Background: an optimization exercise with open tools, aiming at small area. Do not read the settings as production practice. Function was checked by simulation only, so behaviour that the tests miss may differ from the original. The clock port is modelled as an ideal driver; clocking choices that lean on that would not hold on a real chip. Power and IR drop assume default switching activity.

## run 1
## cpu_top
module cpu_top(
    input clk,
    input rst,
    output [31:0]instr_addr,
    input [31:0]instr_data,
    output mem_we,
    output [31:0]mem_addr,
    output [31:0]mem_data,
    output [15:0]data_out
);
mem_ctrl mem_ctrl(
    .clk(clk), .rst(rst), .addr(mem_addr), .data(mem_data),
    .we(mem_we), .data_out(data_out)
);
core core(
    .clk(clk), .rst(rst),
    .instr_data(instr_data),
    .instr_addr(instr_addr),
    .mem_addr(mem_addr), .mem_data(mem_data),
    .mem_we(mem_we)
);
endmodule
Size: about 150 I/O pins, ~0.049 sq mm of cells after synthesis.
Settings: LEC_CHECK=0, CAP_MARGIN=15, CORE_MARGIN=2, CORE_UTILIZATION=55, GPL_TIMING_DRIVEN=0, SETUP_SLACK_MARGIN=0.4, SLEW_MARGIN=15, SYNTH_HIERARCHICAL=1; clock period 11.0 ns.
standard.sh (not shown) runs the stock make flow with config.mk's settings and CLKGATE_MAP_FILE= SYNTH_SCRIPT=/design/flow/synth_recipe.tcl, a recipe that flattens the netlist after the stock synthesis.
==> flow/flow/run.sh <==
#!/bin/bash
# Own flow: the standard layout (standard.sh, standard synthesis unchanged)
# with a few ORFS settings changed:
#  - buffers that ABC inserted during synthesis are removed at floorplan and
#    every gate is set to its smallest drive strength there (downsize.tcl);
#    the resizer's repair steps later size up only what timing, slew and
#    capacitance need
#  - ports are buffered with sky130_fd_sc_hd__buf_1 instead of a delay cell
#  - repair uses buffers up to buf_6 only (dontuse.tcl)
#  - CTS uses larger sink clusters driven by clkbuf_8 and no dummy loads
# Each tool's output goes to standard.log (make) and ORFS's own logs under
# orfs/logs.
set -euo pipefail
WORK=$(cd "$(dirname "${BASH_SOURCE[0]}")/.." && pwd)
cd "$WORK"
export REMOVE_ABC_BUFFERS=1
export POST_FLOORPLAN_TCL="$WORK/flow/downsize.tcl"
export PRE_RESIZE_TCL="$WORK/flow/dontuse.tcl"
export PRE_CTS_TCL="$WORK/flow/dontuse.tcl"
export PRE_GLOBAL_ROUTE_TCL="$WORK/flow/dontuse.tcl"
export BUFFER_PORTS_ARGS="-buffer_cell sky130_fd_sc_hd__buf_1"
export CTS_ARGS="-sink_clustering_enable -repair_clock_nets -dont_use_dummy_load -sink_clustering_size ${OF_CTS_SIZE:-18} -sink_clustering_max_diameter ${OF_CTS_DIAM:-50} -buf_list {sky130_fd_sc_hd__clkbuf_8}"
bash standard.sh > "$WORK/standard.log" 2>&1
==> flow/flow/dontuse.tcl <==
set_dont_use [get_lib_cells {sky130_fd_sc_hd__buf_8 sky130_fd_sc_hd__buf_12 sky130_fd_sc_hd__buf_16 sky130_fd_sc_hd__bufbuf_8 sky130_fd_sc_hd__bufbuf_16 sky130_fd_sc_hd__bufinv_8 sky130_fd_sc_hd__bufinv_16}]
==> flow/flow/downsize.tcl <==
# Set every combinational gate to the smallest drive strength of its kind
# (same function, same footprint). Flip-flops, taps and tie cells are left.
set db [ord::get_db]
set block [ord::get_db_block]
set n 0
foreach inst [$block getInsts] {
  set m [$inst getMaster]
  set name [$m getName]
  if {![regexp {^(sky130_fd_sc_hd__[a-z0-9]+)_([0-9]+)$} $name -> base size]} { continue }
  if {[regexp {^sky130_fd_sc_hd__(df|edf|sdf|dl|tap|conb|fill|decap|clk)} $base]} { continue }
  foreach s {1 2} {
    if {$s >= $size} { break }
    set nm [$db findMaster "${base}_$s"]
    if {$nm != "NULL" && [$nm getWidth] < [$m getWidth]} {
      $inst swapMaster $nm
      incr n
      break
    }
  }
}
puts "downsize.tcl: downsized $n instances"
Run 1 ended with every stage complete and zero timing, DRC or antenna violations.
> inputs changed (run 1 -> run 2)
- a change of CORE_UTILIZATION from 55 to 62
- an added PLACE_DENSITY of 0.68
- a change of SETUP_SLACK_MARGIN from 0.4 to 0.3
Notes after the runs:
Delta(maximum frequency, run 2 - run 1) < 0. Comparing count of buffers not belonging to the clock network in the layout for run 2 and run 1, the bigger number came from run 1. Compared with run 1, run 2 shows a higher arrival time of data at the critical path endpoint. Compared with run 1, run 2 shows a higher share of the cycle needed by the critical path after routing. Est. power | run 2 vs run 1 | run 2 lower. In the route summary, run 2 ends up with a via count exceeding that of run 1. Share of total power in the clock network was higher in run 1 than in run 2. Area overhead of the layout relative to synthesis: run 2 < run 1. Diff run 1 -> run 2 | count of clock-buffer cells in the layout | down by a few percent. Global-route wire length before repair: run 2 and run 1 compared, lower one is run 2.
For run 3, these inputs were changed with respect to run 2:
- changing SETUP_SLACK_MARGIN from 0.3 to 0.4
As far as total design power is concerned, run 3 and run 2 perform about the same. On combinational fraction of design power, run 3 and run 2 are neck and neck. Between run 3 and run 2, it is run 3 whose non-clock buffer count is higher, by 5. Run 3 -> run 2: core utilization flat.

what the ideal ports hide:
No port has a modelled driver above. Below, the same layouts with a new extraction and two added sets of constraints.
Step 1, drivers: a clkbuf_16 drives clk and a buf_2 each remaining input, both assumed.
Step 2 adds t to the input delays and takes it off the output delays; t is the mean of the earliest and latest rising clock arrival at the registers after step 1. Input paths then give back, and output paths get back, about the clock's delay inside the block.
Three values: ideal ports, drivers, drivers and shift; two values: the first two.
run	t, ns	setup slack, ns	worst setup path at the end	worst register clock-pin slew, ns	worst slew at a driven data input, ns
run 1	0.871	0.335 / 0.315 / 0.315	input to output	0.10 / 0.10	0.07
run 2	0.840	0.288 / 0.244 / 0.244	input to output	0.11 / 0.11	0.09
run 3	0.849	0.423 / 0.390 / 0.390	input to output	0.11 / 0.11	0.09
After both steps every run listed still meets setup and hold. The setup slack of run 2, which loses most, moves by -0.044 ns with the drivers and by -0.044 ns with both steps.
